Background: an optimization exercise with open tools, aiming at small area and a short achievable clock period. Do not read the settings as production practice. Only simulation tests tie the RTL to the original design; equivalence was not proved. Power and IR drop assume default switching activity.

File: flow/run.sh
#!/bin/bash
# synth_recipe.tcl (not shown) runs the flow's synth.tcl, then flattens the netlist and writes it again
# the make line also repeats each setting of config.mk as NAME=value (left out here)
make -C /OpenROAD-flow-scripts/flow DESIGN_CONFIG=/design/flow/config.mk WORK_HOME=/design/flow/orfs CLKGATE_MAP_FILE= SYNTH_SCRIPT=/design/flow/synth_recipe.tcl finish
File: flow/constraint.sdc
create_clock -name core_clock -period 11.0 [get_ports {clk}]
set_input_delay 2.2000 -clock core_clock [delete_from_list [all_inputs] [get_ports {clk}]]
set_output_delay 2.2000 -clock core_clock [all_outputs]
set_load 0.01 [all_outputs]
File: flow/config.mk
export PLATFORM = sky130hd
export DESIGN_NAME = rf_alu
export DESIGN_NICKNAME = rf_alu
export VERILOG_FILES = /design/flow/design.v
export SDC_FILE = /design/flow/constraint.sdc
export NUM_CORES = 4
export LEC_CHECK = 0
export CAP_MARGIN = 20
export CORE_MARGIN = 2
export CORE_UTILIZATION = 50
export CTS_BUF_LIST = sky130_fd_sc_hd__clkbuf_8
export SETUP_SLACK_MARGIN = 3
export SLEW_MARGIN = 20
export SYNTH_HIERARCHICAL = 1
export SYNTH_MINIMUM_KEEP_SIZE = 0
File: flow/design.v
`timescale 1ns / 1ps
module registerfile(
    input clk,
    input rst,
    input WriteEnable,
    input [4:0] rs1,
    input [4:0] rs2,
    input [4:0] rd,
    input [31:0] WriteData,
    output [31:0] readdata1,
    output [31:0] readdata2
);
reg  [31:0] regs [1:31];
reg  [31:1] valid;
wire [31:1] wsel;
wire [991:0] flat;
genvar g;
generate
    for (g = 1; g < 32; g = g + 1) begin : row
        assign wsel[g] = WriteEnable && (rd == g);
        assign flat[32*g-1 -: 32] = regs[g];
        always @(posedge clk)
            if (wsel[g])
                regs[g] <= WriteData;
    end
endgenerate
always @(posedge clk or posedge rst)
    if (rst)
        valid <= 31'b0;
    else
        valid <= valid | wsel;
rf_rport port1(.rs(rs1), .valid(valid), .d(flat), .y(readdata1));
rf_rport port2(.rs(rs2), .valid(valid), .d(flat), .y(readdata2));
endmodule
module rf_rport(
    input  [4:0]   rs,
    input  [31:1]  valid,
    input  [991:0] d,
    output [31:0]  y
);
wire [3:0] lo = 4'b0001 << rs[1:0];
wire [7:0] hi = 8'b0000_0001 << rs[4:2];
wire [31:1] s, u;
genvar g;
generate
    for (g = 1; g < 32; g = g + 1) begin : dec
        assign s[g] = valid[g] & lo[g % 4] & hi[g / 4];
        assign u[g] = ~valid[g] & lo[g % 4] & hi[g / 4];
    end
endgenerate
generate
    for (g = 0; g < 32; g = g + 1) begin : rb
        wire [30:0] col;
        genvar r;
        for (r = 1; r < 32; r = r + 1) begin : c
            assign col[r-1] = d[32*(r-1) + g];
        end
        if (g < 5) begin : lo
            rf_mux31t #(.B(g)) m(.d(col), .s(s), .u(u), .y(y[g]));
        end else begin : hi
            rf_mux31 m(.d(col), .s(s), .y(y[g]));
        end
    end
endgenerate
endmodule
module rf_aoi222(input a1, input a2, input b1, input b2, input c1, input c2, output y);
assign y = ~((a1 & a2) | (b1 & b2) | (c1 & c2));
endmodule
module rf_nand2(input a, input b, output y);
assign y = ~(a & b);
endmodule
module rf_mux31(input [30:0] d, input [31:1] s, output y);
wire [10:0] n;
genvar k;
generate
    for (k = 0; k < 10; k = k + 1) begin : a
        rf_aoi222 u(.a1(d[3*k]), .a2(s[3*k+1]), .b1(d[3*k+1]), .b2(s[3*k+2]),
                    .c1(d[3*k+2]), .c2(s[3*k+3]), .y(n[k]));
    end
endgenerate
rf_nand2 u30(.a(d[30]), .b(s[31]), .y(n[10]));
rf_or11n o(.n(n), .y(y));
endmodule
module rf_mux31t #(parameter B = 0) (input [30:0] d, input [31:1] s, input [31:1] u, output y);
wire [10:0] n;
genvar k;
generate
    for (k = 0; k < 10; k = k + 1) begin : a
        rf_aoi222 u(.a1(d[3*k]), .a2(s[3*k+1]), .b1(d[3*k+1]), .b2(s[3*k+2]),
                    .c1(d[3*k+2]), .c2(s[3*k+3]), .y(n[k]));
    end
endgenerate
rf_nand2 u30(.a(d[30]), .b(s[31]), .y(n[10]));
wire [15:0] t;
generate
    for (k = 0; k < 16; k = k + 1) begin : ix
        localparam integer R = ((k >> B) << (B + 1)) | (1 << B) | (k & ((1 << B) - 1));
        assign t[k] = u[R];
    end
endgenerate
wire [3:0] m;
generate
    for (k = 0; k < 4; k = k + 1) begin : nr
        rf_nor4 v(.a(t[4*k+3:4*k]), .y(m[k]));
    end
endgenerate
rf_or15n o(.n({m, n}), .y(y));
endmodule
module rf_nor4(input [3:0] a, output y);
assign y = ~|a;
endmodule
module rf_or11n(input [10:0] n, output y);
wire a, b, c, cn, ab;
rf_nand4 u0(.a(n[3:0]), .y(a));
rf_nand4 u1(.a(n[7:4]), .y(b));
rf_nand3 u2(.a(n[10:8]), .y(c));
rf_nor2 u3(.a(a), .b(b), .y(ab));
rf_inv u4(.a(c), .y(cn));
rf_nand2 u5(.a(ab), .b(cn), .y(y));
endmodule
module rf_or15n(input [14:0] n, output y);
wire a, b, c, d, ab, cd;
rf_nand4 u0(.a(n[3:0]), .y(a));
rf_nand4 u1(.a(n[7:4]), .y(b));
rf_nand4 u2(.a(n[11:8]), .y(c));
rf_nand3 u3(.a(n[14:12]), .y(d));
rf_nor2 u4(.a(a), .b(b), .y(ab));
rf_nor2 u5(.a(c), .b(d), .y(cd));
rf_nand2 u6(.a(ab), .b(cd), .y(y));
endmodule
module rf_nand4(input [3:0] a, output y);
assign y = ~&a;
endmodule
module rf_nand3(input [2:0] a, output y);
assign y = ~&a;
endmodule
module rf_nor2(input a, input b, output y);
assign y = ~(a | b);
endmodule
module rf_inv(input a, output y);
assign y = ~a;
endmodule
module alu_add(input [31:0] a, input [31:0] b, input sub, output [31:0] s,
               output [31:0] p, output [31:0] g);
wire [31:0] p0, g0;
wire [31:0] bx = b ^ {32{sub}};
wire g0x;
assign p = p0;
assign g = {g0[31:1], g0x};
genvar i;
generate for (i = 0; i < 32; i = i + 1) begin : pg
    alu_x2 x(.a(a[i]), .b(bx[i]), .y(p0[i]));
    if (i == 0) begin : c
        alu_a2 n(.a(a[i]), .b(bx[i]), .y(g0x));
        alu_g0 m(.gx(g0x), .p(p0[0]), .sub(sub), .g(g0[0]));
    end else begin : c
        alu_a2 n(.a(a[i]), .b(bx[i]), .y(g0[i]));
    end
end endgenerate
wire [31:0] g1, p1;
alu_inv v1_0(.a(g0[0]), .y(g1[0]));
assign p1[0] = 1'b0;
alu_gcp c1_1(.g1(g0[1]), .p1(p0[1]), .g0(g0[0]), .g(g1[1]));
assign p1[1] = 1'b0;
alu_bcp c1_2(.g1(g0[2]), .p1(p0[2]), .g0(g0[1]), .p0(p0[1]), .g(g1[2]), .p(p1[2]));
alu_bcp c1_3(.g1(g0[3]), .p1(p0[3]), .g0(g0[2]), .p0(p0[2]), .g(g1[3]), .p(p1[3]));
alu_bcp c1_4(.g1(g0[4]), .p1(p0[4]), .g0(g0[3]), .p0(p0[3]), .g(g1[4]), .p(p1[4]));
alu_bcp c1_5(.g1(g0[5]), .p1(p0[5]), .g0(g0[4]), .p0(p0[4]), .g(g1[5]), .p(p1[5]));
alu_bcp c1_6(.g1(g0[6]), .p1(p0[6]), .g0(g0[5]), .p0(p0[5]), .g(g1[6]), .p(p1[6]));
alu_bcp c1_7(.g1(g0[7]), .p1(p0[7]), .g0(g0[6]), .p0(p0[6]), .g(g1[7]), .p(p1[7]));
alu_bcp c1_8(.g1(g0[8]), .p1(p0[8]), .g0(g0[7]), .p0(p0[7]), .g(g1[8]), .p(p1[8]));
alu_bcp c1_9(.g1(g0[9]), .p1(p0[9]), .g0(g0[8]), .p0(p0[8]), .g(g1[9]), .p(p1[9]));
alu_bcp c1_10(.g1(g0[10]), .p1(p0[10]), .g0(g0[9]), .p0(p0[9]), .g(g1[10]), .p(p1[10]));
alu_bcp c1_11(.g1(g0[11]), .p1(p0[11]), .g0(g0[10]), .p0(p0[10]), .g(g1[11]), .p(p1[11]));
alu_bcp c1_12(.g1(g0[12]), .p1(p0[12]), .g0(g0[11]), .p0(p0[11]), .g(g1[12]), .p(p1[12]));
alu_bcp c1_13(.g1(g0[13]), .p1(p0[13]), .g0(g0[12]), .p0(p0[12]), .g(g1[13]), .p(p1[13]));
alu_bcp c1_14(.g1(g0[14]), .p1(p0[14]), .g0(g0[13]), .p0(p0[13]), .g(g1[14]), .p(p1[14]));
alu_bcp c1_15(.g1(g0[15]), .p1(p0[15]), .g0(g0[14]), .p0(p0[14]), .g(g1[15]), .p(p1[15]));
alu_bcp c1_16(.g1(g0[16]), .p1(p0[16]), .g0(g0[15]), .p0(p0[15]), .g(g1[16]), .p(p1[16]));
alu_bcp c1_17(.g1(g0[17]), .p1(p0[17]), .g0(g0[16]), .p0(p0[16]), .g(g1[17]), .p(p1[17]));
alu_bcp c1_18(.g1(g0[18]), .p1(p0[18]), .g0(g0[17]), .p0(p0[17]), .g(g1[18]), .p(p1[18]));
alu_bcp c1_19(.g1(g0[19]), .p1(p0[19]), .g0(g0[18]), .p0(p0[18]), .g(g1[19]), .p(p1[19]));
alu_bcp c1_20(.g1(g0[20]), .p1(p0[20]), .g0(g0[19]), .p0(p0[19]), .g(g1[20]), .p(p1[20]));
alu_bcp c1_21(.g1(g0[21]), .p1(p0[21]), .g0(g0[20]), .p0(p0[20]), .g(g1[21]), .p(p1[21]));
alu_bcp c1_22(.g1(g0[22]), .p1(p0[22]), .g0(g0[21]), .p0(p0[21]), .g(g1[22]), .p(p1[22]));
alu_bcp c1_23(.g1(g0[23]), .p1(p0[23]), .g0(g0[22]), .p0(p0[22]), .g(g1[23]), .p(p1[23]));
alu_bcp c1_24(.g1(g0[24]), .p1(p0[24]), .g0(g0[23]), .p0(p0[23]), .g(g1[24]), .p(p1[24]));
alu_bcp c1_25(.g1(g0[25]), .p1(p0[25]), .g0(g0[24]), .p0(p0[24]), .g(g1[25]), .p(p1[25]));
alu_bcp c1_26(.g1(g0[26]), .p1(p0[26]), .g0(g0[25]), .p0(p0[25]), .g(g1[26]), .p(p1[26]));
alu_bcp c1_27(.g1(g0[27]), .p1(p0[27]), .g0(g0[26]), .p0(p0[26]), .g(g1[27]), .p(p1[27]));
alu_bcp c1_28(.g1(g0[28]), .p1(p0[28]), .g0(g0[27]), .p0(p0[27]), .g(g1[28]), .p(p1[28]));
alu_bcp c1_29(.g1(g0[29]), .p1(p0[29]), .g0(g0[28]), .p0(p0[28]), .g(g1[29]), .p(p1[29]));
alu_bcp c1_30(.g1(g0[30]), .p1(p0[30]), .g0(g0[29]), .p0(p0[29]), .g(g1[30]), .p(p1[30]));
alu_bcp c1_31(.g1(g0[31]), .p1(p0[31]), .g0(g0[30]), .p0(p0[30]), .g(g1[31]), .p(p1[31]));
wire [31:0] g2, p2;
alu_inv v2_0(.a(g1[0]), .y(g2[0]));
assign p2[0] = 1'b0;
alu_inv v2_1(.a(g1[1]), .y(g2[1]));
assign p2[1] = 1'b0;
alu_gcn c2_2(.g1(g1[2]), .p1(p1[2]), .g0(g1[0]), .g(g2[2]));
assign p2[2] = 1'b0;
alu_gcn c2_3(.g1(g1[3]), .p1(p1[3]), .g0(g1[1]), .g(g2[3]));
assign p2[3] = 1'b0;
alu_bcn c2_4(.g1(g1[4]), .p1(p1[4]), .g0(g1[2]), .p0(p1[2]), .g(g2[4]), .p(p2[4]));
alu_bcn c2_5(.g1(g1[5]), .p1(p1[5]), .g0(g1[3]), .p0(p1[3]), .g(g2[5]), .p(p2[5]));
alu_bcn c2_6(.g1(g1[6]), .p1(p1[6]), .g0(g1[4]), .p0(p1[4]), .g(g2[6]), .p(p2[6]));
alu_bcn c2_7(.g1(g1[7]), .p1(p1[7]), .g0(g1[5]), .p0(p1[5]), .g(g2[7]), .p(p2[7]));
alu_bcn c2_8(.g1(g1[8]), .p1(p1[8]), .g0(g1[6]), .p0(p1[6]), .g(g2[8]), .p(p2[8]));
alu_bcn c2_9(.g1(g1[9]), .p1(p1[9]), .g0(g1[7]), .p0(p1[7]), .g(g2[9]), .p(p2[9]));
alu_bcn c2_10(.g1(g1[10]), .p1(p1[10]), .g0(g1[8]), .p0(p1[8]), .g(g2[10]), .p(p2[10]));
alu_bcn c2_11(.g1(g1[11]), .p1(p1[11]), .g0(g1[9]), .p0(p1[9]), .g(g2[11]), .p(p2[11]));
alu_bcn c2_12(.g1(g1[12]), .p1(p1[12]), .g0(g1[10]), .p0(p1[10]), .g(g2[12]), .p(p2[12]));
alu_bcn c2_13(.g1(g1[13]), .p1(p1[13]), .g0(g1[11]), .p0(p1[11]), .g(g2[13]), .p(p2[13]));
alu_bcn c2_14(.g1(g1[14]), .p1(p1[14]), .g0(g1[12]), .p0(p1[12]), .g(g2[14]), .p(p2[14]));
alu_bcn c2_15(.g1(g1[15]), .p1(p1[15]), .g0(g1[13]), .p0(p1[13]), .g(g2[15]), .p(p2[15]));
alu_bcn c2_16(.g1(g1[16]), .p1(p1[16]), .g0(g1[14]), .p0(p1[14]), .g(g2[16]), .p(p2[16]));
alu_bcn c2_17(.g1(g1[17]), .p1(p1[17]), .g0(g1[15]), .p0(p1[15]), .g(g2[17]), .p(p2[17]));
alu_bcn c2_18(.g1(g1[18]), .p1(p1[18]), .g0(g1[16]), .p0(p1[16]), .g(g2[18]), .p(p2[18]));
alu_bcn c2_19(.g1(g1[19]), .p1(p1[19]), .g0(g1[17]), .p0(p1[17]), .g(g2[19]), .p(p2[19]));
alu_bcn c2_20(.g1(g1[20]), .p1(p1[20]), .g0(g1[18]), .p0(p1[18]), .g(g2[20]), .p(p2[20]));
alu_bcn c2_21(.g1(g1[21]), .p1(p1[21]), .g0(g1[19]), .p0(p1[19]), .g(g2[21]), .p(p2[21]));
alu_bcn c2_22(.g1(g1[22]), .p1(p1[22]), .g0(g1[20]), .p0(p1[20]), .g(g2[22]), .p(p2[22]));
alu_bcn c2_23(.g1(g1[23]), .p1(p1[23]), .g0(g1[21]), .p0(p1[21]), .g(g2[23]), .p(p2[23]));
alu_bcn c2_24(.g1(g1[24]), .p1(p1[24]), .g0(g1[22]), .p0(p1[22]), .g(g2[24]), .p(p2[24]));
alu_bcn c2_25(.g1(g1[25]), .p1(p1[25]), .g0(g1[23]), .p0(p1[23]), .g(g2[25]), .p(p2[25]));
alu_bcn c2_26(.g1(g1[26]), .p1(p1[26]), .g0(g1[24]), .p0(p1[24]), .g(g2[26]), .p(p2[26]));
alu_bcn c2_27(.g1(g1[27]), .p1(p1[27]), .g0(g1[25]), .p0(p1[25]), .g(g2[27]), .p(p2[27]));
alu_bcn c2_28(.g1(g1[28]), .p1(p1[28]), .g0(g1[26]), .p0(p1[26]), .g(g2[28]), .p(p2[28]));
alu_bcn c2_29(.g1(g1[29]), .p1(p1[29]), .g0(g1[27]), .p0(p1[27]), .g(g2[29]), .p(p2[29]));
alu_bcn c2_30(.g1(g1[30]), .p1(p1[30]), .g0(g1[28]), .p0(p1[28]), .g(g2[30]), .p(p2[30]));
alu_bcn c2_31(.g1(g1[31]), .p1(p1[31]), .g0(g1[29]), .p0(p1[29]), .g(g2[31]), .p(p2[31]));
wire [31:0] g3, p3;
alu_inv v3_0(.a(g2[0]), .y(g3[0]));
assign p3[0] = 1'b0;
alu_inv v3_1(.a(g2[1]), .y(g3[1]));
assign p3[1] = 1'b0;
alu_inv v3_2(.a(g2[2]), .y(g3[2]));
assign p3[2] = 1'b0;
alu_inv v3_3(.a(g2[3]), .y(g3[3]));
assign p3[3] = 1'b0;
alu_gcp c3_4(.g1(g2[4]), .p1(p2[4]), .g0(g2[0]), .g(g3[4]));
assign p3[4] = 1'b0;
alu_gcp c3_5(.g1(g2[5]), .p1(p2[5]), .g0(g2[1]), .g(g3[5]));
assign p3[5] = 1'b0;
alu_gcp c3_6(.g1(g2[6]), .p1(p2[6]), .g0(g2[2]), .g(g3[6]));
assign p3[6] = 1'b0;
alu_gcp c3_7(.g1(g2[7]), .p1(p2[7]), .g0(g2[3]), .g(g3[7]));
assign p3[7] = 1'b0;
alu_bcp c3_8(.g1(g2[8]), .p1(p2[8]), .g0(g2[4]), .p0(p2[4]), .g(g3[8]), .p(p3[8]));
alu_bcp c3_9(.g1(g2[9]), .p1(p2[9]), .g0(g2[5]), .p0(p2[5]), .g(g3[9]), .p(p3[9]));
alu_bcp c3_10(.g1(g2[10]), .p1(p2[10]), .g0(g2[6]), .p0(p2[6]), .g(g3[10]), .p(p3[10]));
alu_bcp c3_11(.g1(g2[11]), .p1(p2[11]), .g0(g2[7]), .p0(p2[7]), .g(g3[11]), .p(p3[11]));
alu_bcp c3_12(.g1(g2[12]), .p1(p2[12]), .g0(g2[8]), .p0(p2[8]), .g(g3[12]), .p(p3[12]));
alu_bcp c3_13(.g1(g2[13]), .p1(p2[13]), .g0(g2[9]), .p0(p2[9]), .g(g3[13]), .p(p3[13]));
alu_bcp c3_14(.g1(g2[14]), .p1(p2[14]), .g0(g2[10]), .p0(p2[10]), .g(g3[14]), .p(p3[14]));
alu_bcp c3_15(.g1(g2[15]), .p1(p2[15]), .g0(g2[11]), .p0(p2[11]), .g(g3[15]), .p(p3[15]));
alu_bcp c3_16(.g1(g2[16]), .p1(p2[16]), .g0(g2[12]), .p0(p2[12]), .g(g3[16]), .p(p3[16]));
alu_bcp c3_17(.g1(g2[17]), .p1(p2[17]), .g0(g2[13]), .p0(p2[13]), .g(g3[17]), .p(p3[17]));
alu_bcp c3_18(.g1(g2[18]), .p1(p2[18]), .g0(g2[14]), .p0(p2[14]), .g(g3[18]), .p(p3[18]));
alu_bcp c3_19(.g1(g2[19]), .p1(p2[19]), .g0(g2[15]), .p0(p2[15]), .g(g3[19]), .p(p3[19]));
alu_bcp c3_20(.g1(g2[20]), .p1(p2[20]), .g0(g2[16]), .p0(p2[16]), .g(g3[20]), .p(p3[20]));
alu_bcp c3_21(.g1(g2[21]), .p1(p2[21]), .g0(g2[17]), .p0(p2[17]), .g(g3[21]), .p(p3[21]));
alu_bcp c3_22(.g1(g2[22]), .p1(p2[22]), .g0(g2[18]), .p0(p2[18]), .g(g3[22]), .p(p3[22]));
alu_bcp c3_23(.g1(g2[23]), .p1(p2[23]), .g0(g2[19]), .p0(p2[19]), .g(g3[23]), .p(p3[23]));
alu_bcp c3_24(.g1(g2[24]), .p1(p2[24]), .g0(g2[20]), .p0(p2[20]), .g(g3[24]), .p(p3[24]));
alu_bcp c3_25(.g1(g2[25]), .p1(p2[25]), .g0(g2[21]), .p0(p2[21]), .g(g3[25]), .p(p3[25]));
alu_bcp c3_26(.g1(g2[26]), .p1(p2[26]), .g0(g2[22]), .p0(p2[22]), .g(g3[26]), .p(p3[26]));
alu_bcp c3_27(.g1(g2[27]), .p1(p2[27]), .g0(g2[23]), .p0(p2[23]), .g(g3[27]), .p(p3[27]));
alu_bcp c3_28(.g1(g2[28]), .p1(p2[28]), .g0(g2[24]), .p0(p2[24]), .g(g3[28]), .p(p3[28]));
alu_bcp c3_29(.g1(g2[29]), .p1(p2[29]), .g0(g2[25]), .p0(p2[25]), .g(g3[29]), .p(p3[29]));
alu_bcp c3_30(.g1(g2[30]), .p1(p2[30]), .g0(g2[26]), .p0(p2[26]), .g(g3[30]), .p(p3[30]));
alu_bcp c3_31(.g1(g2[31]), .p1(p2[31]), .g0(g2[27]), .p0(p2[27]), .g(g3[31]), .p(p3[31]));
wire [31:0] g4, p4;
alu_inv v4_0(.a(g3[0]), .y(g4[0]));
assign p4[0] = 1'b0;
alu_inv v4_1(.a(g3[1]), .y(g4[1]));
assign p4[1] = 1'b0;
alu_inv v4_2(.a(g3[2]), .y(g4[2]));
assign p4[2] = 1'b0;
alu_inv v4_3(.a(g3[3]), .y(g4[3]));
assign p4[3] = 1'b0;
alu_inv v4_4(.a(g3[4]), .y(g4[4]));
assign p4[4] = 1'b0;
alu_inv v4_5(.a(g3[5]), .y(g4[5]));
assign p4[5] = 1'b0;
alu_inv v4_6(.a(g3[6]), .y(g4[6]));
assign p4[6] = 1'b0;
alu_inv v4_7(.a(g3[7]), .y(g4[7]));
assign p4[7] = 1'b0;
alu_gcn c4_8(.g1(g3[8]), .p1(p3[8]), .g0(g3[0]), .g(g4[8]));
assign p4[8] = 1'b0;
alu_gcn c4_9(.g1(g3[9]), .p1(p3[9]), .g0(g3[1]), .g(g4[9]));
assign p4[9] = 1'b0;
alu_gcn c4_10(.g1(g3[10]), .p1(p3[10]), .g0(g3[2]), .g(g4[10]));
assign p4[10] = 1'b0;
alu_gcn c4_11(.g1(g3[11]), .p1(p3[11]), .g0(g3[3]), .g(g4[11]));
assign p4[11] = 1'b0;
alu_gcn c4_12(.g1(g3[12]), .p1(p3[12]), .g0(g3[4]), .g(g4[12]));
assign p4[12] = 1'b0;
alu_gcn c4_13(.g1(g3[13]), .p1(p3[13]), .g0(g3[5]), .g(g4[13]));
assign p4[13] = 1'b0;
alu_gcn c4_14(.g1(g3[14]), .p1(p3[14]), .g0(g3[6]), .g(g4[14]));
assign p4[14] = 1'b0;
alu_gcn c4_15(.g1(g3[15]), .p1(p3[15]), .g0(g3[7]), .g(g4[15]));
assign p4[15] = 1'b0;
alu_bcn c4_16(.g1(g3[16]), .p1(p3[16]), .g0(g3[8]), .p0(p3[8]), .g(g4[16]), .p(p4[16]));
alu_bcn c4_17(.g1(g3[17]), .p1(p3[17]), .g0(g3[9]), .p0(p3[9]), .g(g4[17]), .p(p4[17]));
alu_bcn c4_18(.g1(g3[18]), .p1(p3[18]), .g0(g3[10]), .p0(p3[10]), .g(g4[18]), .p(p4[18]));
alu_bcn c4_19(.g1(g3[19]), .p1(p3[19]), .g0(g3[11]), .p0(p3[11]), .g(g4[19]), .p(p4[19]));
alu_bcn c4_20(.g1(g3[20]), .p1(p3[20]), .g0(g3[12]), .p0(p3[12]), .g(g4[20]), .p(p4[20]));
alu_bcn c4_21(.g1(g3[21]), .p1(p3[21]), .g0(g3[13]), .p0(p3[13]), .g(g4[21]), .p(p4[21]));
alu_bcn c4_22(.g1(g3[22]), .p1(p3[22]), .g0(g3[14]), .p0(p3[14]), .g(g4[22]), .p(p4[22]));
alu_bcn c4_23(.g1(g3[23]), .p1(p3[23]), .g0(g3[15]), .p0(p3[15]), .g(g4[23]), .p(p4[23]));
alu_bcn c4_24(.g1(g3[24]), .p1(p3[24]), .g0(g3[16]), .p0(p3[16]), .g(g4[24]), .p(p4[24]));
alu_bcn c4_25(.g1(g3[25]), .p1(p3[25]), .g0(g3[17]), .p0(p3[17]), .g(g4[25]), .p(p4[25]));
alu_bcn c4_26(.g1(g3[26]), .p1(p3[26]), .g0(g3[18]), .p0(p3[18]), .g(g4[26]), .p(p4[26]));
alu_bcn c4_27(.g1(g3[27]), .p1(p3[27]), .g0(g3[19]), .p0(p3[19]), .g(g4[27]), .p(p4[27]));
alu_bcn c4_28(.g1(g3[28]), .p1(p3[28]), .g0(g3[20]), .p0(p3[20]), .g(g4[28]), .p(p4[28]));
alu_bcn c4_29(.g1(g3[29]), .p1(p3[29]), .g0(g3[21]), .p0(p3[21]), .g(g4[29]), .p(p4[29]));
alu_bcn c4_30(.g1(g3[30]), .p1(p3[30]), .g0(g3[22]), .p0(p3[22]), .g(g4[30]), .p(p4[30]));
alu_bcn c4_31(.g1(g3[31]), .p1(p3[31]), .g0(g3[23]), .p0(p3[23]), .g(g4[31]), .p(p4[31]));
wire [31:0] g5, p5;
assign p5[0] = 1'b0;
assign p5[1] = 1'b0;
assign p5[2] = 1'b0;
assign p5[3] = 1'b0;
assign p5[4] = 1'b0;
assign p5[5] = 1'b0;
assign p5[6] = 1'b0;
assign p5[7] = 1'b0;
assign p5[8] = 1'b0;
assign p5[9] = 1'b0;
assign p5[10] = 1'b0;
assign p5[11] = 1'b0;
assign p5[12] = 1'b0;
assign p5[13] = 1'b0;
assign p5[14] = 1'b0;
assign p5[15] = 1'b0;
alu_gcp c5_16(.g1(g4[16]), .p1(p4[16]), .g0(g4[0]), .g(g5[16]));
assign p5[16] = 1'b0;
alu_gcp c5_17(.g1(g4[17]), .p1(p4[17]), .g0(g4[1]), .g(g5[17]));
assign p5[17] = 1'b0;
alu_gcp c5_18(.g1(g4[18]), .p1(p4[18]), .g0(g4[2]), .g(g5[18]));
assign p5[18] = 1'b0;
alu_gcp c5_19(.g1(g4[19]), .p1(p4[19]), .g0(g4[3]), .g(g5[19]));
assign p5[19] = 1'b0;
alu_gcp c5_20(.g1(g4[20]), .p1(p4[20]), .g0(g4[4]), .g(g5[20]));
assign p5[20] = 1'b0;
alu_gcp c5_21(.g1(g4[21]), .p1(p4[21]), .g0(g4[5]), .g(g5[21]));
assign p5[21] = 1'b0;
alu_gcp c5_22(.g1(g4[22]), .p1(p4[22]), .g0(g4[6]), .g(g5[22]));
assign p5[22] = 1'b0;
alu_gcp c5_23(.g1(g4[23]), .p1(p4[23]), .g0(g4[7]), .g(g5[23]));
assign p5[23] = 1'b0;
alu_gcp c5_24(.g1(g4[24]), .p1(p4[24]), .g0(g4[8]), .g(g5[24]));
assign p5[24] = 1'b0;
alu_gcp c5_25(.g1(g4[25]), .p1(p4[25]), .g0(g4[9]), .g(g5[25]));
assign p5[25] = 1'b0;
alu_gcp c5_26(.g1(g4[26]), .p1(p4[26]), .g0(g4[10]), .g(g5[26]));
assign p5[26] = 1'b0;
alu_gcp c5_27(.g1(g4[27]), .p1(p4[27]), .g0(g4[11]), .g(g5[27]));
assign p5[27] = 1'b0;
alu_gcp c5_28(.g1(g4[28]), .p1(p4[28]), .g0(g4[12]), .g(g5[28]));
assign p5[28] = 1'b0;
alu_gcp c5_29(.g1(g4[29]), .p1(p4[29]), .g0(g4[13]), .g(g5[29]));
assign p5[29] = 1'b0;
alu_gcp c5_30(.g1(g4[30]), .p1(p4[30]), .g0(g4[14]), .g(g5[30]));
assign p5[30] = 1'b0;
alu_gcp c5_31(.g1(g4[31]), .p1(p4[31]), .g0(g4[15]), .g(g5[31]));
assign p5[31] = 1'b0;
assign s[0] = p0[0] ^ sub;
assign s[1] = p0[1] ^ g4[0];
assign s[2] = p0[2] ^ g4[1];
assign s[3] = p0[3] ^ g4[2];
assign s[4] = p0[4] ^ g4[3];
assign s[5] = p0[5] ^ g4[4];
assign s[6] = p0[6] ^ g4[5];
assign s[7] = p0[7] ^ g4[6];
assign s[8] = p0[8] ^ g4[7];
assign s[9] = p0[9] ^ g4[8];
assign s[10] = p0[10] ^ g4[9];
assign s[11] = p0[11] ^ g4[10];
assign s[12] = p0[12] ^ g4[11];
assign s[13] = p0[13] ^ g4[12];
assign s[14] = p0[14] ^ g4[13];
assign s[15] = p0[15] ^ g4[14];
assign s[16] = p0[16] ^ g4[15];
assign s[17] = ~(p0[17] ^ g5[16]);
assign s[18] = ~(p0[18] ^ g5[17]);
assign s[19] = ~(p0[19] ^ g5[18]);
assign s[20] = ~(p0[20] ^ g5[19]);
assign s[21] = ~(p0[21] ^ g5[20]);
assign s[22] = ~(p0[22] ^ g5[21]);
assign s[23] = ~(p0[23] ^ g5[22]);
assign s[24] = ~(p0[24] ^ g5[23]);
assign s[25] = ~(p0[25] ^ g5[24]);
assign s[26] = ~(p0[26] ^ g5[25]);
assign s[27] = ~(p0[27] ^ g5[26]);
assign s[28] = ~(p0[28] ^ g5[27]);
assign s[29] = ~(p0[29] ^ g5[28]);
assign s[30] = ~(p0[30] ^ g5[29]);
assign s[31] = ~(p0[31] ^ g5[30]);
endmodule
module alu_x2(input a, input b, output y);
assign y = a ^ b;
endmodule
module alu_a2(input a, input b, output y);
assign y = a & b;
endmodule
module alu_g0(input gx, input p, input sub, output g);
assign g = gx | (p & sub);
endmodule
module alu_bcp(input g1, input p1, input g0, input p0, output g, output p);
assign g = ~(g1 | (p1 & g0));
assign p = ~(p1 & p0);
endmodule
module alu_gcp(input g1, input p1, input g0, output g);
assign g = ~(g1 | (p1 & g0));
endmodule
module alu_bcn(input g1, input p1, input g0, input p0, output g, output p);
assign g = ~(g1 & (p1 | g0));
assign p = ~(p1 | p0);
endmodule
module alu_gcn(input g1, input p1, input g0, output g);
assign g = ~(g1 & (p1 | g0));
endmodule
module alu_inv(input a, output y);
assign y = ~a;
endmodule
module alu_ao4(input [3:0] d, input [3:0] s, output y);
assign y = |(d & s);
endmodule
module alu_mx2(input a, input b, input s, output y);
assign y = s ? b : a;
endmodule
module alu_shl(input [31:0] x, input [4:0] sh, output [31:0] y);
wire [3:0] s1 = 4'b0001 << sh[1:0];
wire [3:0] s2 = 4'b0001 << sh[3:2];
wire [31:0] t1, t2;
genvar i;
generate for (i = 0; i < 32; i = i + 1) begin : st
    if (i >= 3) begin : a
        alu_ao4 a(.d({x[i-3], x[i-2], x[i-1], x[i]}), .s(s1), .y(t1[i]));
    end else if (i == 2) begin : a
        assign t1[i] = (x[2] & s1[0]) | (x[1] & s1[1]) | (x[0] & s1[2]);
    end else if (i == 1) begin : a
        assign t1[i] = (x[1] & s1[0]) | (x[0] & s1[1]);
    end else begin : a
        assign t1[i] = x[0] & s1[0];
    end
    if (i >= 12) begin : b
        alu_ao4 b(.d({t1[i-12], t1[i-8], t1[i-4], t1[i]}), .s(s2), .y(t2[i]));
    end else if (i >= 8) begin : b
        assign t2[i] = (t1[i] & s2[0]) | (t1[i-4] & s2[1]) | (t1[i-8] & s2[2]);
    end else if (i >= 4) begin : b
        assign t2[i] = (t1[i] & s2[0]) | (t1[i-4] & s2[1]);
    end else begin : b
        assign t2[i] = t1[i] & s2[0];
    end
    if (i >= 16) begin : c
        alu_mx2 c(.a(t2[i]), .b(t2[i-16]), .s(sh[4]), .y(y[i]));
    end else begin : c
        assign y[i] = t2[i] & ~sh[4];
    end
end endgenerate
endmodule
module alu_res(input sum, input sl, input sr, input lg,
               input s_add, input s_sll, input s_srl, output y);
assign y = (sum & s_add) | (sl & s_sll) | (sr & s_srl) | lg;
endmodule
module alu(
    input  [31:0] A,
    input  [31:0] B,
    input  [3:0]  ALUControl,
    output [31:0] ALUResult,
    output Zero
);
wire [3:0] c = ALUControl;
wire s_and = (c == 4'b0000);
wire s_or  = (c == 4'b0001);
wire s_add = (c == 4'b0010) | (c == 4'b0110);
wire s_xor = (c == 4'b0011);
wire s_sll = (c == 4'b0100);
wire s_srl = (c == 4'b0101);
wire s_eq  = (c == 4'b0111);
wire sub   = c[2];
wire [31:0] sum, p, g;
alu_add add(.a(A), .b(B), .sub(sub), .s(sum), .p(p), .g(g));
function [31:0] rev(input [31:0] x);
    integer k;
    for (k = 0; k < 32; k = k + 1) rev[k] = x[31-k];
endfunction
wire [31:0] shin = c[0] ? rev(A) : A;
wire [31:0] shl;
alu_shl sh(.x(shin), .sh(B[4:0]), .y(shl));
wire [31:0] shr = rev(shl);
wire [31:0] o  = p | g;
wire        eq = &p;
wire [31:0] lg = (g & {32{s_and}}) | (o & {32{s_or}}) | (p & {32{s_xor}})
               | {31'd0, eq & s_eq};
genvar i;
generate for (i = 0; i < 32; i = i + 1) begin : rb
    alu_res r(.sum(sum[i]), .sl(shl[i]), .sr(shr[i]), .lg(lg[i]),
              .s_add(s_add), .s_sll(s_sll), .s_srl(s_srl), .y(ALUResult[i]));
end endgenerate
wire add_zero = ~|(p ^ {o[30:0], 1'b0});
wire [31:0] nz;
genvar k;
generate for (k = 0; k < 32; k = k + 1) begin : pz
    assign nz[k] = |shin[k:0];
end endgenerate
wire [31:0] zs = 32'd1 << B[4:0];
wire sh_zero  = ~|(zs & rev(nz));
assign Zero = (s_and & ~|g) | (s_or & ~|o) | ((c == 4'b0010) & add_zero)
            | ((c == 4'b0110) & eq) | (s_xor & ~|p) | ((s_sll | s_srl) & sh_zero)
            | (s_eq & ~eq) | ~(s_and | s_or | s_add | s_xor | s_sll | s_srl | s_eq);
endmodule
`timescale 1ns / 1ps
module rf_alu(
    input         clk,
    input         rst,
    input         WriteEnable,
    input  [4:0]  rs1,
    input  [4:0]  rs2,
    input  [4:0]  rd,
    input  [31:0] WriteData,
    input  [3:0]  ALUControl,
    output [31:0] ReadData1,
    output [31:0] ReadData2,
    output [31:0] ALUResult,
    output        Zero
);
registerfile rfmod(
    .clk(clk),
    .rst(rst),
    .WriteEnable(WriteEnable),
    .rs1(rs1),
    .rs2(rs2),
    .rd(rd),
    .WriteData(WriteData),
    .readdata1(ReadData1),
    .readdata2(ReadData2)
);
alu alumod(
    .A(ReadData1),
    .B(ReadData2),
    .ALUControl(ALUControl),
    .ALUResult(ALUResult),
    .Zero(Zero)
);
endmodule
==> results of run 1 <==
## logic make-up (layout without fill, tap and decap cells)
family / count (synthesis) / after routing / share of synthesized area (%)
AND/OR/NAND/NOR: 1064 / 1070 / 11.8
AO/OA/AOI/OAI: 1077 / 1077 / 20.1
flip-flops: 1023 / 1023 / 62.9
other: 0 / 6 / 0
buffers and inverters: 172 / 1031 / 1.81
XOR/XNOR: 108 / 108 / 1.95
multiplexers: 58 / 58 / 1.47
## stage by stage
step           instance area, sq um  power (W)  worst slack, ns  hold WS, ns
2_1_floorplan                 48600    0.00568             3.00        0.496
3_3_place_gp                  53800    0.00677            0.195        0.621
3_5_place_dp                  53800    0.00677            0.248        0.625
4_1_cts                       60200     0.0102             2.29        0.660
5_1_grt                       61200     0.0108             2.06        0.702
6_report                      61200     0.0105             2.09        0.671
## state kept, by name, indices dropped and copies added, names as in the netlist
name / flops
rfmod.regs: 992
rfmod.valid: 31
## routing by layer
metal  share of wire (%)  up-vias  global-route usage [%]
met4                 7.5        2                    24.7
met3                  14      946                    12.2
met5              0.0046        -                       0
li1                    -    17100                       -
met2                  44     4169                    65.7
met1                  34    21500                    53.4
## power groups by stage
stage               Clock (W)  Combinational (W)  Sequential [W]
floorplan                   0            0.00121         0.00447
global placement            0            0.00225         0.00452
detailed placement          0            0.00225         0.00452
CTS                   0.00310            0.00266         0.00445
global route          0.00327            0.00303         0.00446
finish                0.00309            0.00293         0.00446
## cell type report
type                            instances  area [sq um]
Antenna cell                            6          15.0
Timing Repair Buffer                  646          6070
Multi-Input combinational cell       2313         19600
Inverter                               86           327
Clock buffer                          169          2330
Tap cell                             1276          1600
Clock inverter                        128           731
Timing Repair inverter                  2          15.0
Sequential cell                      1023         30600
Fill cell                            7288         35200
## modules after synthesis, one instance, submodules excluded, excerpt
module,cells inside,copies in the design,flip-flops and latches
rf_rport,98,2,0
alu_ao4,3,49,0
alu_gcn,1,10,0
alu_bcn,2,42,0
alu_bcp,2,52,0
alu_x2,1,32,0
rf_nor2,1,74,0
rf_nor4,1,40,0
alu_add,100,1,0
alu_inv,1,15,0
alu_shl,69,1,0
alu_res,3,32,0
alu_a2,1,32,0
alu_mx2,1,16,0
## layout by cell type (no fill, tap or decap), drive strengths merged, types with 70 or more instances in the layout
cell type,count
a22oi,139
clkdlybuf4s50,90
nand2,291
nand3,75
buf,541
clkbuf,172
xor2,84
a21oi,118
nand4,151
edfxtp,992
nor4,75
o21ai,70
a222oi,641
inv,147
nor2,193
## synthesized netlist by cell type (all sizes together) (23+ instances only)
cell and n:
a21oi 118, nor4 75, xor2 84, nand4 151, nand2 291, nor3 69, a22o 32, edfxtp 992
inv 86, a22oi 139, xnor2 24, clkbuf 23, and2 40, mux2 46, nor2 193, a222oi 641
o21bai 31, buf 63, and3 64, nand3 75, o21ai 70, dfrtp 31
## worst paths after layout
check,cells after the start,endpoint,slack (ns)
worst max-delay path,21,Zero,2.09
max in group asynchronous,3,rfmod.valid[10],8.97
worst min-delay path,1,rfmod.valid[30],0.67
min in group asynchronous,3,rfmod.valid[29],1.73
worst max register to register,1,rfmod.valid[7],9.79
worst min register to register,1,rfmod.valid[30],0.67
## what timing repair did
item	CTS	global route
endpoints found under the setup margin	81	35
setup buffers	149	38
resized for setup	676	148
pin swaps	260	135
gates cloned	21	1
==> impl_results.md, run 1 <==
* Critical Path Sink Type: output pin
* Total Routing Usage GR at a little over two fifths
* Core Area at 96400 sq um
* Sw Pwr at 0.00349 W
* Unique cell type count in the Yosys netlist at 85
* Gpl congestion at 0.973
* CTS clk-pin slew, worst paths at 0.06 ns
* Sequential element share of the synthesized area at 62.9%
* Share of total power in sequential cells at 42.5%
* Placed insts at 5135
* Cell Rows at 114
* Crit path required time at 8.80 ns
* Layout Cells excl Fill at 5649
* RSZ-0062 raised after global routing: true
* Vias in the first global route at a little over 40000
* Cts bufs inserted at 166
* Power density cells at 171 nW/um^2
* Net Sw Frac at 33.2%
* Setup violations, final at 0
* CTS Hold Bufs at 0
* Worst-Skew Late Latency at roughly 0.85 ns
* Die ar. at about 100000 sq um
* First-pass GRT wire length at 298000 um
* Hold Crit Start: rfmod.valid[30]
* Dominant cells by area after synthesis: edfxtp_1, a222oi_1, nand2_1
* Largest net degree at the start of global routing at 54
* Slowest stage delay, CP at 0.40 ns
* Outcome: timing/DRC/antenna clean
* I/O pin cnt at 151
* CTS Sinks at 1023
* Initial Utilization at about half
* Async set-reset flop share out of synthesis at 3.03%
* Max Freq at 112 MHz
* Routed Antenna Nets at 0
* Fin nets at 4292
* Max Cap Viol at 0
* Layout area overhead at 26.1%
* # DRC at 0
* Post-Syn Nets at ~3600
* Die Y at between 300 and 400 um
* Syn_area_per_cell at around 14 sq um
* CP Cell Sequence: buf_6 -> and3b_2 -> and3_4 -> buf_12 -> buf_16 -> a222oi_1 -> nand4_1 -> nor2_4 -> nand2_2 -> xor2_2 -> xor2_1 -> buf_4 -> nand4_1 -> nor4_2 -> nand2_1 -> xnor2_1 -> a311o_1 -> a31oi_2 -> buf_4 -> o31ai_2 -> buf_2
* Clock tree from TritonCTS: built
* Fin Setup TNS at 0 ns
* Post-synthesis cell area at a little under 50000 sq um
* Via density at slightly below 8
* Slew @ Worst Pin at 1.12 ns
* Relative max-transition margin at between 20% and 30%
* Post-synth EDFFs at 992
* Worst-path fanout max at 11
* Largest delay share family, worst path: simple AND/OR/NAND/NOR gates
* Vias at 43700
* Worst hold path class: reg2reg
* Antenna violations before repair at 7
* Cell taking the most area after synthesis: edfxtp_1
* Final wirelength at 218000 um
* Die Width at ~320 um
* Crit Path Class: in2out
* Leakage at roughly 21 nW
* Longest Clk Path Bufs at 3
* Power share of the clock group at 29.5%
* Fin util at 63.5%
* Period utilization at between 80% and 90%
* Slowest cell on crit path: a222oi_1
* Pre-antenna DRT Iters at 14
* WP buf/inv at 6
* Gr ovfl total at 0
* Peak VDD IR at 0.147 mV
* Critical R2R Launch: rfmod.valid[7]
* Share of layout cells above drive strength 1 at 32.2%
* Clock Root Buffer: clkbuf_8
* Final Hold Fails at 0
* DP HPWL at around 140000 um
* Drt wl/cell at 38.6 um
* Final Critical Period at 8.91 ns
* WP data arrival at 6.71 ns
* Synthesized flop and latch total at 1023
* Worst Clk Skew at 0 ns
* First-iteration detailed-routing DRC count at 10500
* Top-area cell type share of the netlist area at between 60% and 70%
* Worst setup SP type: input pin
* Setup crit start: rs2[3]
* Synth Flop Type: edfxtp_1
* Combinational power share at 27.9%
* YS warnings at 9
* P_int at between 0.007 and 0.008 W
* Slew Limit Fails at 0
* Post-Synthesis Cells at 3502
* # port buffers at 150
* H-tree levels at 4
==> run 2, diff against run 1 <==
--- a/flow/config.mk
+++ b/flow/config.mk
@@ -9,7 +9,7 @@
 export CORE_MARGIN = 2
 export CORE_UTILIZATION = 50
 export CTS_BUF_LIST = sky130_fd_sc_hd__clkbuf_8
-export SETUP_SLACK_MARGIN = 3
+export SETUP_SLACK_MARGIN = 2.2
 export SLEW_MARGIN = 20
 export SYNTH_HIERARCHICAL = 1
 export SYNTH_MINIMUM_KEEP_SIZE = 0
==> impl_results.md, run 2 <==
* Outcome: timing/DRC/antenna clean (unchanged)
* Vias in the first global route at 40300 (was 41200)
* # port buffers at 150 (unchanged)
* Total Routing Usage GR at 40.7% (was 42.4%)
* M1 WL at 73700 um (was 74500 um)
* Relative max-transition margin at 23.4% (was 25.0%)
* Worst Clk Skew at 0 ns (unchanged)
* H-tree levels at 4 (unchanged)
* Share of total power in sequential cells at 43.8% (was 42.5%)
* First-pass GRT wire length at 290000 um (was 298000 um)
* DP HPWL at 139000 um (was 141000 um)
* Sequential element share of the synthesized area at 62.9% (unchanged)
* Max Cap Viol at 0 (unchanged)
* Gr ovfl total at 0 (unchanged)
* Worst setup SP type: input pin (unchanged)
* Cts bufs inserted at 163 (was 166)
* Fin Setup TNS at 0 ns (unchanged)
* Via density at 7.72 (was 7.73)
* Gpl congestion at 1.03 (was 0.973)
* Crit path required time at 8.80 ns (about the same)
* Antenna violations before repair at 8 (was 7)
* Unique cell type count in the Yosys netlist at 85 (unchanged)
* Async set-reset flop share out of synthesis at 3.03% (unchanged)
* Final Hold Fails at 0 (unchanged)
* Count leader, synth: edfxtp_1 (unchanged)
* Layout area overhead at 23.6% (was 26.1%)
* Sw Pwr at 0.00335 W (was 0.00349 W)
* Clock Root Buffer: clkbuf_8 (unchanged)
* Cell taking the most area after synthesis: edfxtp_1 (unchanged)
* Drt wl/cell at 38.0 um (was 38.6 um)
* Post-synth EDFFs at 992 (unchanged)
* Vias at 42800 (was 43700)
* Routed Antenna Nets at 0 (unchanged)
* Final worst slack at 2.07 ns (was 2.09 ns)
* Most frequent cells in the layout: edfxtp_1, a222oi_1, buf_4 (unchanged)
* Synthesized flop and latch total at 1023 (unchanged)
* RSZ-0062 raised after global routing: true (unchanged)
* Clock tree from TritonCTS: built (unchanged)
* Share of layout cells above drive strength 1 at 30.1% (was 32.2%)
* Core Area at 96400 sq um (unchanged)
* Net Sw Frac at 32.9% (was 33.2%)
* Met2 WL at 93400 um (was 95800 um)
* Final Critical Period at 8.93 ns (was 8.91 ns)
* Post-Syn Nets at 3556 (unchanged)
* # DRC at 0 (unchanged)
* Worst-path fanout max at 12 (was 11)
* Largest net degree at the start of global routing at 40 (was 54)
* Power share of the clock group at 29.5% (about the same)
* Final wirelength at 211000 um (was 218000 um)
* Pre-antenna DRT Iters at 17 (was 14)
* Most frequent CP cell: buf_4
* Leakage at 20.4 nW (was 20.9 nW)
* Combinational power share at 26.8% (was 27.9%)
* Highest metal used: met4 (was met5)
* Top Registers: rfmod.regs: 992 flops, rfmod.valid: 31 flops (unchanged)
* Syn_area_per_cell at 13.9 sq um (unchanged)
* Synth Flop Type: edfxtp_1 (unchanged)
* CTS Sinks at 1023 (unchanged)
* Die Width at 316 um (unchanged)
* Setup violations, final at 0 (unchanged)
* FF+latch area at 30600 sq um (unchanged)
* Critical Path Sink Type: output pin (unchanged)
* I/O pin cnt at 151 (unchanged)
* Post-synthesis cell area at 48600 sq um (unchanged)
* Largest Register: rfmod.regs (unchanged)
* P_int at 0.00684 W (was 0.00700 W)
* Period utilization at 81.2% (was 81.0%)
* Most common cell after layout, fill and taps aside: edfxtp_1 (unchanged)
* Post-Synthesis Cells at 3502 (unchanged)
* Max Freq at 112 MHz (about the same)
* Top-area cell type share of the netlist area at 61.3% (unchanged)
* Area of the multi-input gates at 19500 sq um (was 19600 sq um)
* Setup WS pre-CTS at 0.443 ns (was 0.248 ns)
* Worst hold path class: reg2reg (unchanged)
* Peak VDD IR at 0.136 mV (was 0.147 mV)
* Slew @ Worst Pin at 1.15 ns (was 1.12 ns)
* CTS clk-pin slew, worst paths at 0.05 ns (was 0.06 ns)
* Die ar. at 99600 sq um (unchanged)
* WP buf/inv at 7 (was 6)
* Cell Rows at 114 (unchanged)
* WP data arrival at 6.73 ns (was 6.71 ns)
* Crit Path Class: in2out (unchanged)
* Wire length on met3 at 29700 um (was 31200 um)
* First-iteration detailed-routing DRC count at 10600 (was 10500)
* Longest Clk Path Bufs at 3 (unchanged)
* YS warnings at 9 (unchanged)
* Top cells by count, synth: edfxtp_1, a222oi_1, nand2_1 (unchanged)
* Slowest stage delay, CP at 0.54 ns (was 0.40 ns)
* Power density cells at 170 nW/um^2 (was 171 nW/um^2)
* Largest delay share family, worst path: simple AND/OR/NAND/NOR gates (unchanged)
* Worst-Skew Late Latency at 0.86 ns (was 0.85 ns)
* Slew Limit Fails at 0 (unchanged)
* Dominant cells by area after synthesis: edfxtp_1, a222oi_1, nand2_1 (unchanged)
* CP Cell Sequence: buf_4 -> nor3b_1 -> buf_4 -> and3_4 -> buf_4 -> clkbuf_16 -> a222oi_1 -> nand4_1 -> nor2_1 -> nand2_1 -> xor2_1 -> xor2_1 -> buf_4 -> nand4_1 -> nor4_1 -> nand2_1 -> xnor2_1 -> a311o_1 -> a31oi_1 -> buf_4 -> o31ai_4 -> buf_2 (was buf_6 -> and3b_2 -> and3_4 -> buf_12 -> buf_16 -> a222oi_1 -> nand4_1 -> nor2_4 -> nand2_2 -> xor2_2 -> xor2_1 -> buf_4 -> nand4_1 -> nor4_2 -> nand2_1 -> xnor2_1 -> a311o_1 -> a31oi_2 -> buf_4 -> o31ai_2 -> buf_2)
* Die Y at 316 um (unchanged)
* Fin nets at 4199 (was 4292)
* Slowest cell on crit path: nor2_1 (was a222oi_1)
* Initial Utilization at 50.4% (unchanged)
* Total Power at 0.0102 W (was 0.0105 W)
* Fill count at 7509 (was 7288)
* Max reg flops at 992 (unchanged)
run 2: cell counts after synthesis:
Identical to the previous run, type by type.
run 2: layout make-up:
cell class	instances	area share, %
flip-flops and latches	1023	50.9
multi-input cells	2310	32.4
repair buffers	558	8.49
clock buffers	164	3.76
well taps	1276	2.66
clock inverters	124	1.14
inverters	86	0.544
repair inverters	3	0.0334
diodes	2	0.00834
run 2: per-module statistics from Yosys, one instance, submodules excluded, excerpt:
module | times used | cell area (sq um) | cells
rf_nor2 | 74 | 3.75 | 1
alu_bcp | 52 | 12.5 | 2
alu_bcn | 42 | 12.5 | 2
rf_nand2 | 128 | 3.75 | 1
alu_a2 | 32 | 6.26 | 1
alu_add | 1 | 872 | 100
rf_nand4 | 138 | 6.26 | 1
run 2: final timing paths:
kind | start | endpoint | slack, ns | cells after the start
worst min register to register | rfmod.valid[30] | rfmod.valid[30] | 0.67 | 1
worst min-delay path | rfmod.valid[30] | rfmod.valid[30] | 0.67 | 1
max in group asynchronous | rst | rfmod.valid[25] | 8.73 | 2
min in group asynchronous | rst | rfmod.valid[14] | 1.79 | 2
worst max register to register | rfmod.valid[1] | rfmod.valid[1] | 10.01 | 1
worst max-delay path | rs2[1] | Zero | 2.07 | 22
run 2: layer usage:
layer / global-route usage [%] / vias to the layer above
li1: - / 16900
met1: 53.1 / 21200
met2: 61.7 / 3995
met3: 11.8 / 797
met4: 21.9 / 0
met5: 0 / -
run 2: cells by family (layout without fill, tap and decap cells):
kind of cell	Yosys count	count (layout)	synth area share, %
flops	1023	1023	62.9
mux	58	58	1.47
simple gates	1064	1067	11.8
compound gates	1077	1077	20.1
buf+inv	172	935	1.81
other cells	0	2	0
xor+xnor	108	108	1.95
run 2: power by group through the flow:
stage	Combinational (W)	Clock (W)	Sequential, W
floorplan	0.00121	0	0.00447
global placement	0.00220	0	0.00452
detailed placement	0.00221	0	0.00452
CTS	0.00241	0.00302	0.00445
global route	0.00283	0.00319	0.00445
finish	0.00273	0.00300	0.00446
run 2: repair_timing:
| action | 4_1_cts | 5_1_grt |
|---|---|---|
| cloned | 5 | 8 |
| buffers inserted | 44 | 65 |
| resized for setup | 435 | 322 |
| pin swaps | 126 | 209 |
| endpoints found under the setup margin | 33 | 33 |
| hold buffers | 0 | 0 |
run 2: per-stage QoR:
step / hold WS [ns] / util, % / instance area, sq um / std cells
2_1_floorplan: 0.497 / - / 48600 / 3502
3_3_place_gp: 0.629 / 55.7 / 53700 / 5133
3_5_place_dp: 0.611 / 55.7 / 53700 / 5134
4_1_cts: 0.637 / 60.4 / 58200 / 5471
5_1_grt: 0.680 / 62.2 / 60000 / 5545
6_report: 0.667 / 62.2 / 60000 / 5546
==> run 3, diff against run 2 <==
--- a/flow/config.mk
+++ b/flow/config.mk
@@ -7,7 +7,7 @@
 export LEC_CHECK = 0
 export CAP_MARGIN = 20
 export CORE_MARGIN = 2
-export CORE_UTILIZATION = 50
+export CORE_UTILIZATION = 56
 export CTS_BUF_LIST = sky130_fd_sc_hd__clkbuf_8
 export SETUP_SLACK_MARGIN = 2.2
 export SLEW_MARGIN = 20
==> impl_results.md, run 3 <==
* Outcome: timing/DRC/antenna clean (unchanged)
* Net Sw Frac at 33.1% (was 32.9%)
* Core Area at 85500 sq um (was 96400 sq um)
* Worst-path fanout max at 8 (was 12)
* Total Power at 0.0101 W (was 0.0102 W)
* Post-synth EDFFs at 992 (unchanged)
* Largest net degree at the start of global routing at 43 (was 40)
* Clock tree from TritonCTS: built (unchanged)
* Most frequent cells in the layout: edfxtp_1, a222oi_1, buf_4 (unchanged)
* Vias at 42800 (about the same)
* Setup violations, final at 0 (unchanged)
* CTS Hold Bufs at 0 (unchanged)
* Die Y at 298 um (was 316 um)
* Final wirelength at 205000 um (was 211000 um)
* Total Routing Usage GR at 44.5% (was 40.7%)
* Gr ovfl total at 0 (unchanged)
* Count leader, synth: edfxtp_1 (unchanged)
* FF+latch area at 30600 sq um (unchanged)
* RSZ-0062 raised after global routing: true (unchanged)
* Top Registers: rfmod.regs: 992 flops, rfmod.valid: 31 flops (unchanged)
* Slew @ Worst Pin at 1.20 ns (was 1.15 ns)
* Leakage at 20.0 nW (was 20.4 nW)
* Synthesized flop and latch total at 1023 (unchanged)
* Power density cells at 171 nW/um^2 (was 170 nW/um^2)
* Vias in the first global route at 40900 (was 40300)
* Unique cell type count in the Yosys netlist at 85 (unchanged)
* Fin Setup TNS at 0 ns (unchanged)
* Post-Syn Nets at 3556 (unchanged)
* Cell Rows at 107 (was 114)
* Share of total power in sequential cells at 44.2% (was 43.8%)
* First-iteration detailed-routing DRC count at 10800 (was 10600)
* Post-synthesis mux area share at 1.47% (unchanged)
* First-pass GRT wire length at 285000 um (was 290000 um)
* Post-synthesis cell area at 48600 sq um (unchanged)
* Cts bufs inserted at 161 (was 163)
* Setup WS pre-CTS at 0.317 ns (was 0.443 ns)
* Cell taking the most area after synthesis: edfxtp_1 (unchanged)
* I/O pin cnt at 151 (unchanged)
* Clock Root Buffer: clkbuf_8 (unchanged)
* DP HPWL at 134000 um (was 139000 um)
* Slowest stage delay, CP at 0.49 ns (was 0.54 ns)
* Longest Clk Path Bufs at 3 (unchanged)
* H-tree levels at 4 (unchanged)
* Area of the multi-input gates at 19100 sq um (was 19500 sq um)
* Async set-reset flop share out of synthesis at 3.03% (unchanged)
* Synth Flop Type: edfxtp_1 (unchanged)
* Fin nets at 4155 (was 4199)
* Sequential element share of the synthesized area at 62.9% (unchanged)
* Crit path required time at 8.80 ns (about the same)
* CP Cell Sequence: clkbuf_4 -> and3b_2 -> and3_4 -> buf_4 -> a222oi_1 -> nand4_1 -> nor2_1 -> nand2_1 -> buf_4 -> and2_1 -> a21oi_2 -> o21ai_2 -> a21oi_2 -> inv_1 -> buf_4 -> xor2_1 -> a21oi_1 -> nand2_1 -> clkdlybuf4s50_1 (was buf_4 -> nor3b_1 -> buf_4 -> and3_4 -> buf_4 -> clkbuf_16 -> a222oi_1 -> nand4_1 -> nor2_1 -> nand2_1 -> xor2_1 -> xor2_1 -> buf_4 -> nand4_1 -> nor4_1 -> nand2_1 -> xnor2_1 -> a311o_1 -> a31oi_1 -> buf_4 -> o31ai_4 -> buf_2)
* Synth Area in XOR/XNOR at 1.95% (unchanged)
* Via density at 7.97 (was 7.72)
* Critical Path Sink Type: output pin (unchanged)
* Max Freq at 111 MHz (was 112 MHz)
* Worst hold path class: reg2reg (unchanged)
* Sw Pwr at 0.00333 W (was 0.00335 W)
* Final Critical Period at 9.04 ns (was 8.93 ns)
* WP data arrival at 6.84 ns (was 6.73 ns)
* Pre-antenna DRT Iters at 15 (was 17)
* Post-Synth Adder-Cell Area at 0% (unchanged)
* Final Hold Fails at 0 (unchanged)
* Final worst slack at 1.96 ns (was 2.07 ns)
* Worst Clk Skew at 0 ns (unchanged)
* Post-Synthesis Cells at 3502 (unchanged)
* Fill count at 5919 (was 7509)
* Combinational family with the most area after synthesis: compound AO/OA/AOI/OAI gates (unchanged)
* P_int at 0.00675 W (was 0.00684 W)
* Routed Antenna Nets at 0 (unchanged)
* Slowest cell on crit path: clkdlybuf4s50_1 (was nor2_1)
* Post-route cell area at 58900 sq um (was 60000 sq um)
* Largest delay share family, worst path: simple AND/OR/NAND/NOR gates (unchanged)
* Largest Register: rfmod.regs (unchanged)
* Worst-Skew Late Latency at 0.84 ns (was 0.86 ns)
* Initial Utilization at 56.8% (was 50.4%)
* Layout area overhead at 21.3% (was 23.6%)
* CTS Sinks at 1023 (unchanged)
* Most common cell after layout, fill and taps aside: edfxtp_1 (unchanged)
* Peak VDD IR at 0.177 mV (was 0.136 mV)
* Drt wl/cell at 38.1 um (was 38.0 um)
* Power share of the clock group at 29.9% (was 29.5%)
* Share of layout cells above drive strength 1 at 28.1% (was 30.1%)
* Die Width at 298 um (was 316 um)
* Syn_area_per_cell at 13.9 sq um (unchanged)
* WP buf/inv at 6 (was 7)
* Slew Limit Fails at 0 (unchanged)
* Period utilization at 82.2% (was 81.2%)
* Simple-gate share of the synthesized area at 11.8% (unchanged)
* Top cells by count, synth: edfxtp_1, a222oi_1, nand2_1 (unchanged)
* Most frequent CP cell: buf_4 (unchanged)
* Relative max-transition margin at 19.7% (was 23.4%)
* # port buffers at 150 (unchanged)
* Gpl congestion at 1.03 (about the same)
* Top-area cell type share of the netlist area at 61.3% (unchanged)
* Max reg flops at 992 (unchanged)
* Max Cap Viol at 0 (unchanged)
* Area fraction in compound gates after synthesis at 20.1% (unchanged)
* Combinational power share at 25.9% (was 26.8%)
* Die ar. at 89100 sq um (was 99600 sq um)
* Worst setup SP type: input pin (unchanged)
* Dominant cells by area after synthesis: edfxtp_1, a222oi_1, nand2_1 (unchanged)
* Crit Path Class: in2out (unchanged)
* YS warnings at 9 (unchanged)
* Antenna violations before repair at 11 (was 8)
* Area after DPL at 53400 sq um (was 53700 sq um)
* CTS clk-pin slew, worst paths at 0.06 ns (was 0.05 ns)
* # DRC at 0 (unchanged)
* Fin util at 68.8% (was 62.2%)
## run 3: changes by cell type in the layout (fill, tap and decap cells not counted), sizes merged, moves of 3 or more
cell,before,now
buf,426,393
clkbuf,185,168
clkdlybuf4s15,6,0
clkdlybuf4s50,95,98
clkinv,45,55
clkinvlp,10,4
diode,2,5
dlygate4sd2,10,13
dlymetal6s2s,0,8
inv,154,150
## run 3: final cells by class
type | instances | area share (%)
multi-input combinational | 2312 | 32.4
timing repair inverter | 1 | 0.0127
inverter | 86 | 0.555
timing repair buffer | 516 | 7.67
clock inverter | 124 | 1.20
clock buffer | 164 | 3.83
tap | 1144 | 2.43
antenna | 5 | 0.0212
sequential | 1023 | 51.9
## run 3: worst paths after layout
| path | from | to | slack [ns] | cells after the start |
|---|---|---|---|---|
| setup / recovery | rs1[4] | ALUResult[8] | 1.96 | 19 |
| hold / removal | rfmod.valid[30] | rfmod.valid[30] | 0.67 | 1 |
| hold reg to reg | rfmod.valid[30] | rfmod.valid[30] | 0.67 | 1 |
| setup reg to reg | rfmod.valid[15] | rfmod.valid[15] | 10.02 | 1 |
| min in group asynchronous | rst | rfmod.valid[26] | 1.77 | 2 |
| max in group asynchronous | rst | rfmod.valid[8] | 8.80 | 2 |
## run 3: power groups by stage
stage / logic (W) / clock network, W / registers, W
detailed placement: 0.00218 / 0 / 0.00452
CTS: 0.00239 / 0.00301 / 0.00444
floorplan: 0.00121 / 0 / 0.00447
finish: 0.00261 / 0.00301 / 0.00445
global placement: 0.00217 / 0 / 0.00452
global route: 0.00271 / 0.00318 / 0.00445
## run 3: cell families (layout without fill, tap and decap cells)
family                    Yosys count  after routing
AOI/OAI and AO/OA                1077           1077
and+or+nand+nor                  1064           1069
DFF                              1023           1023
buffers and inverters             172            891
xor gates and xnor gates          108            108
muxes                              58             58
other                               0              5
## run 3: repair_timing
| item | 4_1_cts | 5_1_grt |
|---|---|---|
| pin swaps | 123 | 101 |
| setup buffers | 61 | 38 |
| cloned | 3 | 3 |
| resized for setup | 414 | 157 |
| setup endpoints to repair | 33 | 33 |
## run 3: routing by layer
metal	global-route usage (%)	share of wire [%]	routed length (um)	vias to the layer above
met3	17.2	17	35700	948
met5	0	0.028	58	-
li1	-	-	-	16800
met4	24.4	7.1	14600	10
met2	65.3	43	87600	4487
met1	56.9	33	66900	20600
## run 3: Yosys stat by module (local to each module, per instance), a selection
module / times used / cell area [sq um] / cells inside
alu_a2: 32 / 6.26 / 1
alu_ao4: 49 / 18.8 / 3
alu: 1 / 2260 / 329
registerfile: 1 / 31100 / 1113
alu_gcn: 10 / 5.00 / 1
alu_g0: 1 / 7.51 / 1
rf_nand3: 64 / 5.00 / 1
rf_rport: 2 / 607 / 98
alu_shl: 1 / 443 / 69
rf_inv: 54 / 3.75 / 1
## run 3: per-stage QoR
stage / instances / hold slack [ns]
floorplan: 3502 / 0.497
global placement: 4977 / 0.646
detailed placement: 4977 / 0.628
CTS: 5329 / 0.641
global route: 5371 / 0.682
finish: 5375 / 0.670
==> run 4, diff against run 3 <==
--- a/flow/config.mk
+++ b/flow/config.mk
@@ -9,6 +9,8 @@
 export CORE_MARGIN = 2
 export CORE_UTILIZATION = 56
 export CTS_BUF_LIST = sky130_fd_sc_hd__clkbuf_8
+export CTS_CLUSTER_DIAMETER = 60
+export CTS_CLUSTER_SIZE = 13
 export SETUP_SLACK_MARGIN = 2.2
 export SLEW_MARGIN = 20
 export SYNTH_HIERARCHICAL = 1
==> impl_results.md, run 4 <==
* Initial Utilization at 56.8% (unchanged)
* Top Registers: rfmod.regs: 992 flops, rfmod.valid: 31 flops (unchanged)
* Slew Limit Fails at 0 (unchanged)
* WP buf/inv at 4 (was 6)
* Crit Path Class: in2out (unchanged)
* RSZ-0062 raised after global routing: true (unchanged)
* Slowest stage delay, CP at 0.44 ns (was 0.49 ns)
* Unique cell type count in the Yosys netlist at 85 (unchanged)
* Final wirelength at 202000 um (was 205000 um)
* Top-area cell type share of the netlist area at 61.3% (unchanged)
* Largest delay share family, worst path: simple AND/OR/NAND/NOR gates (unchanged)
* DP HPWL at 134000 um (unchanged)
* CTS Sinks at 1023 (unchanged)
* Die Width at 298 um (unchanged)
* Sequential element share of the synthesized area at 62.9% (unchanged)
* Gr ovfl total at 0 (unchanged)
* Period utilization at 82.0% (was 82.2%)
* Cts bufs inserted at 94 (was 161)
* Worst setup SP type: input pin (unchanged)
* Max reg flops at 992 (unchanged)
* Cell Rows at 107 (unchanged)
* Slowest cell on crit path: nor4_2 (was clkdlybuf4s50_1)
* Net Sw Frac at 33.0% (was 33.1%)
* CP Cell Sequence: buf_4 -> nor3b_2 -> and3_4 -> buf_4 -> a222oi_1 -> nand4_1 -> nor2_4 -> nand2_2 -> xor2_1 -> xor2_1 -> nand4_1 -> nor4_2 -> nand2_1 -> xnor2_1 -> a311o_1 -> a31oi_2 -> buf_4 -> o31ai_2 -> buf_2 (was clkbuf_4 -> and3b_2 -> and3_4 -> buf_4 -> a222oi_1 -> nand4_1 -> nor2_1 -> nand2_1 -> buf_4 -> and2_1 -> a21oi_2 -> o21ai_2 -> a21oi_2 -> inv_1 -> buf_4 -> xor2_1 -> a21oi_1 -> nand2_1 -> clkdlybuf4s50_1)
* Share of layout cells above drive strength 1 at 26.5% (was 28.1%)
* Crit path required time at 8.80 ns (about the same)
* Share of total power in sequential cells at 48.0% (was 44.2%)
* CTS clk-pin slew, worst paths at 0.09 ns (was 0.06 ns)
* Via density at 8.11 (was 7.97)
* Syn_area_per_cell at 13.9 sq um (unchanged)
* R2R depth at 1 (unchanged)
* # DRC at 0 (unchanged)
* Fin nets at 4082 (was 4155)
* Top cells by count, synth: edfxtp_1, a222oi_1, nand2_1 (unchanged)
* Peak VDD IR at 0.186 mV (was 0.177 mV)
* Final Hold Fails at 0 (unchanged)
* Most frequent CP cell: buf_4 (unchanged)
* H-tree levels at 3 (was 4)
* Leakage at 19.1 nW (was 20.0 nW)
* Die ar. at 89100 sq um (unchanged)
* Pre-antenna DRT Iters at 14 (was 15)
* Most common cell after layout, fill and taps aside: edfxtp_1 (unchanged)
* Total Routing Usage GR at 43.8% (was 44.5%)
* Slew @ Worst Pin at 1.17 ns (was 1.20 ns)
* Clock tree from TritonCTS: built (unchanged)
* Outcome: timing/DRC/antenna clean (unchanged)
* Combinational power share at 28.0% (was 25.9%)
* Fin Setup TNS at 0 ns (unchanged)
* P_int at 0.00621 W (was 0.00675 W)
==> run 4: cell counts after synthesis <==
Identical to the previous run, type by type.
==> run 4: per-layer routing <==
| metal | vias up | part of all wire (%) | wire, um | GRT usage (%) |
|---|---|---|---|---|
| li1 | 16500 | - | - | - |
| met1 | 20400 | 33 | 66900 | 56.6 |
| met2 | 4382 | 43 | 87200 | 65.4 |
| met3 | 863 | 17 | 34400 | 15.6 |
| met4 | 6 | 6.6 | 13400 | 22.6 |
| met5 | - | 0.013 | 27 | 0 |
==> run 4: Yosys stat by module (local to each module, per instance), a selection <==
module,flops+latches,cells,cell area (sq um)
rf_nor4,0,1,12.5
alu,0,329,2260
alu_mx2,0,1,15.0
alu_bcp,0,2,12.5
alu_x2,0,1,8.76
alu_res,0,3,16.3
==> run 4: timing repair <==
item,4_1_cts,5_1_grt
buffers inserted,54,39
cloned,2,4
resized for setup,408,127
pin swaps,127,68
hold endpoints to repair,0,0
endpoints found under the setup margin,33,33
==> run 4: area by class of cell <==
class	count	area, sq um	share of cell area (%)
flip-flops and latches	1023	30600	53.3
multi-input cells	2311	18900	32.9
repair buffers	511	4490	7.83
well taps	1144	1430	2.49
clock buffers	97	1340	2.33
clock inverters	27	335	0.584
inverters	86	327	0.569
diodes	5	12.5	0.0218
repair inverters	1	7.51	0.0131
==> run 4: final timing paths <==
path                            slack [ns]               to            start
worst max-delay path                  1.98             Zero           rs2[0]
worst min-delay path                  0.67  rfmod.valid[29]  rfmod.valid[29]
worst max register to register       10.03   rfmod.valid[9]   rfmod.valid[9]
worst min register to register        0.67  rfmod.valid[29]  rfmod.valid[29]
max in group asynchronous             8.71   rfmod.valid[4]              rst
min in group asynchronous             1.81  rfmod.valid[26]              rst
==> run 4: power groups by stage <==
stage,logic (W),clock network [W],registers (W)
finish,0.00259,0.00223,0.00444
detailed placement,0.00218,0,0.00452
CTS,0.00239,0.00222,0.00443
global placement,0.00217,0,0.00452
global route,0.00268,0.00236,0.00444
floorplan,0.00121,0,0.00447
==> run 4: cell families after synthesis <==
kind of cell	after synthesis	synth area share, %
buffers and inverters	172	1.81
and+or+nand+nor	1064	11.8
AOI/OAI and AO/OA	1077	20.1
xor gates and xnor gates	108	1.95
muxes	58	1.47
DFF	1023	62.9
==> run 4: stage by stage <==
| stage | setup slack, ns | cells | total power, W |
|---|---|---|---|
| 5_1_grt | 1.96 | 5201 | 0.00949 |
| 6_report | 1.98 | 5205 | 0.00926 |
| 4_1_cts | 2.10 | 5157 | 0.00904 |
| 3_3_place_gp | 0.154 | 4977 | 0.00669 |
| 2_1_floorplan | 2.44 | 3502 | 0.00568 |
| 3_5_place_dp | 0.317 | 4977 | 0.00669 |

Setup slack of run 4, layout unchanged: 1.979 ns with ideal ports, 1.947 ns with driving cells assumed (clock clkbuf_16, inputs buf_2), 1.947 ns with port delays also shifted by the 0.832 ns mid clock arrival.
